Context: an optimization exercise on an open-source flow, tuned for small area, a short achievable clock period and few clock cycles per item. The choices shown serve that exercise and are no tape-out recipe.
Function was not checked in any run shown here: the RTL went through the layout flow alone.
No activity file was given, so power comes from the tool's default toggle rates.

## flow/design.v (module list and top-level ports; edited modules follow where they fit)
// module fa3: 4 lines
// module xnor2m: 3 lines
// module or2m: 3 lines
// module matrix_pipeline_mac_top: 5480 lines
module matrix_pipeline_mac_top (
    input wire clk,
    input wire rst,
    input wire start,
    input wire [7:0] a11, a12, a13,
    input wire [7:0] a21, a22, a23,
    input wire [7:0] a31, a32, a33,
    input wire [7:0] b11, b12, b13,
    input wire [7:0] b21, b22, b23,
    input wire [7:0] b31, b32, b33,
    output wire [15:0] c11, c12, c13,
    output wire [15:0] c21, c22, c23,
    output wire [15:0] c31, c32, c33,
    output reg done
);
  // ...
==> flow/flow/run.sh <==
#!/bin/bash
# The standard layout, with sky130_fd_sc_hd__buf_8 as the input port buffers
# and sky130_fd_sc_hd__buf_2 as the output port buffers (ORFS otherwise buffers
# every port with the slow clkdlybuf4s50_1 delay cell).  The output buffers
# are added right after global placement (flow/post_gpl.tcl), since the
# timing-driven global placement removes buffers before it buffers the ports.
set -o pipefail
bash standard.sh BUFFER_PORTS_ARGS="-inputs -buffer_cell sky130_fd_sc_hd__buf_8" \
    POST_GLOBAL_PLACE_TCL="$PWD/flow/post_gpl.tcl" finish 2>&1 | tee standard_make.log
==> flow/flow/post_gpl.tcl <==
# Buffer the output ports after global placement, with a small buffer: the
# output paths have slack to spare.
buffer_ports -outputs -buffer_cell sky130_fd_sc_hd__buf_2
==> flow/standard.sh <==
#!/bin/bash
# synth_recipe.tcl (not shown) runs the flow's synth.tcl, then flattens the netlist and writes it again
# the make line also repeats each setting of config.mk as NAME=value (left out here)
make -C /OpenROAD-flow-scripts/flow DESIGN_CONFIG=/design/flow/config.mk WORK_HOME=/design/flow/orfs CLKGATE_MAP_FILE= SYNTH_SCRIPT=/design/flow/synth_recipe.tcl "${@:-finish}"
==> flow/config.mk <==
export PLATFORM = sky130hd
export DESIGN_NAME = matrix_pipeline_mac_top
export DESIGN_NICKNAME = matrix_pipeline_mac_top
export VERILOG_FILES = /design/flow/design.v
export SDC_FILE = /design/flow/constraint.sdc
export NUM_CORES = 4
export LEC_CHECK = 0
export CAP_MARGIN = 20
export CORE_MARGIN = 2
export CORE_UTILIZATION = 55
export CTS_BUF_LIST = sky130_fd_sc_hd__clkbuf_8
export SLEW_MARGIN = 20
export SYNTH_HIERARCHICAL = 1
export SYNTH_MINIMUM_KEEP_SIZE = 0
==> flow/constraint.sdc <==
create_clock -name core_clock -period 6.0 [get_ports {clk}]
set_input_delay 1.2000 -clock core_clock [delete_from_list [all_inputs] [get_ports {clk}]]
set_output_delay 1.2000 -clock core_clock [all_outputs]
set_load 0.01 [all_outputs]
==> results.json, run 1 <==
{
  "postCtsSetupBuffers": 0,
  "final_common_cell": "nand2_1",
  "fin_crit_sh": 0.755,
  "die_area_mm2": 0.0926,
  "status": "complete, no violations",
  "wl_met3_um": 17400,
  "fill_cells": 7473,
  "biggestCellCategory": "multi-input combinational cells",
  "nets": 6274,
  "clk_pin_slew_ps": 70,
  "tap_cells": 1176,
  "p_seq_uw": 4300,
  "layout.cells.non_filler": 5780,
  "synth.cells.most_frequent": "nand2_1 (1782), fa_1 (1485), clkbuf_1 (288), edfxtp_1 (234), xnor2_1 (126)",
  "hold_slack_ps": 316,
  "vias_per_cell": 6.11,
  "drc": 0,
  "yosysWarningCount": 7,
  "ir_drop_uv": 548,
  "routed_wirelength_um": 160000,
  "cp_top_family": "compound AO/OA/AOI/OAI gates",
  "cpMostUsedCell": "a21oi_1",
  "dp_slack_ps": 872,
  "synth_top_family_by_area": "adder cells",
  "use_met3": 0.0862,
  "insertion_delay_ps": 700,
  "multi_input_comb_cells": 3871,
  "grt_overflow": 0,
  "grt_pass1_vias": 39666,
  "max_freq_mhz": 221,
  "cp_cell_sequence": "inv_1 > fa_1 > nand2b_1 > a21oi_1 > nor2_1 > a21oi_1 > xor2_1 > buf_2",
  "p_comb_uw": 19900,
  "synth_area_leaders": "fa_1 (60%), edfxtp_1 (14%), nand2_1 (13%)",
  "tns_ps": 0,
  "htree_levels": 2,
  "diodes": 1
}
==> run 2, diff against run 1 <==
--- a/flow/flow/run.sh
+++ b/flow/flow/run.sh
@@ -2,3 +2,3 @@
 # The standard layout, with sky130_fd_sc_hd__buf_8 as the input port buffers
-# and sky130_fd_sc_hd__buf_2 as the output port buffers (ORFS otherwise buffers
+# and sky130_fd_sc_hd__buf_1 as the output port buffers (ORFS otherwise buffers
 # every port with the slow clkdlybuf4s50_1 delay cell).  The output buffers
==> flow/flow/post_gpl.tcl (replaced) <==
# Buffer the output ports after global placement, with a small buffer: the
# output paths have slack to spare.
buffer_ports -outputs -buffer_cell sky130_fd_sc_hd__buf_1
==> results.json, run 2 <==
{
  "dp_slack_ps": 873,
  "grt_max_degree": 90,
  "crit_slowest_cell": "edfxtp_1",
  "initial_core_util": 0.553,
  "tns_ps": 0,
  "multi_input_comb_area_mm2": 0.0411,
  "portBuffers": 291,
  "area_delta_synth_final_pct": 8.26,
  "hold_buffers": 0,
  "synth_top_cell_area_share": 0.599,
  "r2r_cells": 1,
  "critPathCapture": "c22[15]",
  "nets": 6274,
  "tightest_slew_ps": 694,
  "synth.cells.most_frequent": "nand2_1 (1782), fa_1 (1485), clkbuf_1 (288), edfxtp_1 (234), xnor2_1 (126)",
  "drc": 0,
  "yosysWarningCount": 7,
  "fill_cells": 7494,
  "syn_area_per_cell_um2": 11.0,
  "final_cell_mix": "nand2_1 (1782), fa_1 (1485), edfxtp_1 (234), buf_8 (146), buf_1 (145)",
  "wl_per_cell_um": 27.5,
  "drtAntennaViolNets": 0,
  "dr.pass1.iters": 6,
  "crit_path_max_incr_delay_ps": 530,
  "routed_wirelength_um": 159000,
  "hold_violations": 0,
  "ir_drop_uv": 622,
  "path_class": "reg2out",
  "worst-path-max-fanout": 2,
  "cts_tree": "yes",
  "layout-drive-gt1-share": 0.0555,
  "die_h_um": 304,
  "htree_levels": 2,
  "final_common_cell": "nand2_1",
  "yosysUniqueCellTypes": 24,
  "fin_ws_ps": 1550,
  "clk_pin_slew_ps": 70,
  "async_flop_share": 0.00426,
  "p_leak_uw": 0.0184,
  "die_x_um": 304,
  "r2r_end": "done$_DFFE_PP0P_",
  "worstReg2RegStart": "done$_DFFE_PP0P_",
  "synth_edf_count": 234,
  "synth_area_leaders": "fa_1 (60%), edfxtp_1 (14%), nand2_1 (13%)",
  "endpoint_kind": "output port",
  "cp_cell_sequence": "inv_1 > fa_1 > nand2b_1 > a21oi_1 > nor2_1 > a21oi_1 > xor2_1 > buf_1",
  "synthCells": 4503,
  "clockBufferDepth": 3,
  "postCtsSetupBuffers": 0,
  "arrival_ps": 3250,
  "dp_hpwl_um": 114000,
  "fin_crit_sh": 0.742,
  "seqCellArea_mm2": 0.00705,
  "seq_area_frac_synth": 0.142,
  "grt_pass1_wl_um": 244000,
  "syn_area_mm2": 0.0496,
  "die_area_mm2": 0.0926,
  "synth.most_common_cell": "nand2_1",
  "max_freq_mhz": 225,
  "drtIter0Drc": 3278,
  "pin_count": 292,
  "fin_crit_ps": 4450,
  "cpMostUsedCell": "a21oi_1",
  "antenna_found_initial": 7,
  "maxCapViolCount": 0,
  "crit_start": "t22_r25$_DFFE_PP_",
  "num_rows": 110,
  "vias": 35349,
  "hp-class": "in2async",
  "clock-sinks": 235,
  "hold_slack_ps": 321,
  "cts_made_buffers": 50,
  "core_area_mm2": 0.0897,
  "root_buffer": "clkbuf_8",
  "grtUsageTotal": 0.357,
  "status": "complete, no violations",
  "cp.required_ps": 4800,
  "yosysTopAreaCell": "fa_1",
  "worst-r2r-setup-slack_ps": 5230,
  "ys_ff_latch": 235,
  "post_cts_resized": 0,
  "slew_viol_final": 0,
  "grt_overflow": 0,
  "insertion_delay_ps": 690,
  "startpoint_type": "register",
  "ys.flop_type": "edfxtp_1",
  "power_per_cell_area_mw_per_mm2": 476,
  "rsz0062_at_grt": "false",
  "vias_per_cell": 6.12,
  "grt_pass1_vias": 39589,
  "max-slew-margin-rel": 0.534,
  "finalClockSkew_ps": 0,
  "synth_nets": 6216,
  "setup_viol": 0
}
run 2: cell types whose count changed in the layout (fill, tap and decap cells not counted), sizes merged:
cell / before / now
bufinv: 5 / 2
clkinvlp: 6 / 5
inv: 120 / 119
run 2: final cells by class:
class                           instances  area share
Clock inverter                         39     0.00454
Antenna cell                            1   0.0000466
Sequential cell                       235       0.131
Timing Repair Buffer                  294      0.0516
Inverter                              109     0.00762
Multi-Input combinational cell       3871       0.765
Tap cell                             1176      0.0274
Clock buffer                           50      0.0128
run 2: per-layer routing:
metal | vias to the layer above | global-route usage | wire (um)
li1 | 13834 | - | -
met1 | 18964 | 0.497 | 61800
met2 | 2178 | 0.563 | 75100
met3 | 367 | 0.0797 | 16400
met4 | 6 | 0.121 | 5640
met5 | - | 0 | 33
run 2: worst min-delay path by stage:
stage                startpoint               end  slack, ps  cells past startpoint
5_1_grt                     rst  done$_DFFE_PP0P_        300                      2
6_report                    rst  done$_DFFE_PP0P_        320                      2
2_1_floorplan  done$_DFFE_PP0P_  done$_DFFE_PP0P_        510                      1
4_1_cts                     rst  done$_DFFE_PP0P_        270                      2
3_3_place_gp   done$_DFFE_PP0P_  done$_DFFE_PP0P_        530                      1
3_5_place_dp   done$_DFFE_PP0P_  done$_DFFE_PP0P_        450                      1
run 2: where the power goes:
part / internal, uW / leakage, uW / switching [uW]
Clock: 866 / 0.000502 / 851
Sequential: 3950 / 0.00231 / 345
Combinational: 8180 / 0.0156 / 11400
run 2: per-module statistics from Yosys (local to each module, per instance):
module                   copies in the design  area [um2]  cells inside
xnor2m                                     90        8.76             1
matrix_pipeline_mac_top                     1       18700          2847
or2m                                       90        6.26             1
fa3                                      1476        20.0             1
run 2: kinds of logic (layout without fill, tap and decap cells):
family	count (synthesis)	count (layout)	share of synthesized area
fa+ha+maj	1566	1566	0.620
other cells	0	1	0
compound gates	135	135	0.0184
flops	235	235	0.142
buf+inv	397	492	0.0300
xor+xnor	180	180	0.0318
simple gates	1990	1990	0.158
run 2: critical path: cells and delay by family, from the launching register on:
family / cells / cell delay, ps
buf+inv: 2 / 290
simple gates: 2 / 290
flops: 1 / 530
fa+ha+maj: 1 / 400
compound gates: 2 / 570
xor+xnor: 1 / 430
run 2: through the flow:
step / total power (uW) / instance area (um2) / util / std cells
6_report: 25600 / 53700 / 0.599 / 5775
5_1_grt: 28200 / 53700 / 0.599 / 5775
4_1_cts: 25700 / 53700 / 0.599 / 5774
3_5_place_dp: 23700 / 52800 / 0.588 / 5685
3_3_place_gp: 22700 / 52200 / 0.582 / 5540
2_1_floorplan: 17000 / 49600 / - / 4503

==> afterwards: timing with drivers on the ports <==
In the flow no input, the clock included, has a driving cell. The finished layouts below were timed again as built, in two steps.
Step 1: set_driving_cell puts a clkbuf_16 on clk and a buf_2 on each other input, an assumption about the parent block.
Step 2 moves the port delays by t, midway between the first and last clock arrival at a register: inputs arrive t later, outputs are due t later. That takes back most of the time a late clock gives input paths.
Three values: no drivers, after step 1, after step 2; two values: the first two.
| run | shift t [ns] | setup WS [ns] | worst setup path at the end | latest minus earliest clock arrival (ns) |
|---|---|---|---|---|
| run 1 | 0.793 | 1.469 / 1.406 / 0.779 | input to register | 0.086 / 0.086 |
| run 2 | 0.779 | 1.547 / 1.481 / 0.774 | input to register | 0.058 / 0.058 |
After both steps setup and hold are still met in every run listed. For run 2, which loses most, drivers alone change the setup slack by -0.066 ns; drivers and shift together by -0.773 ns.
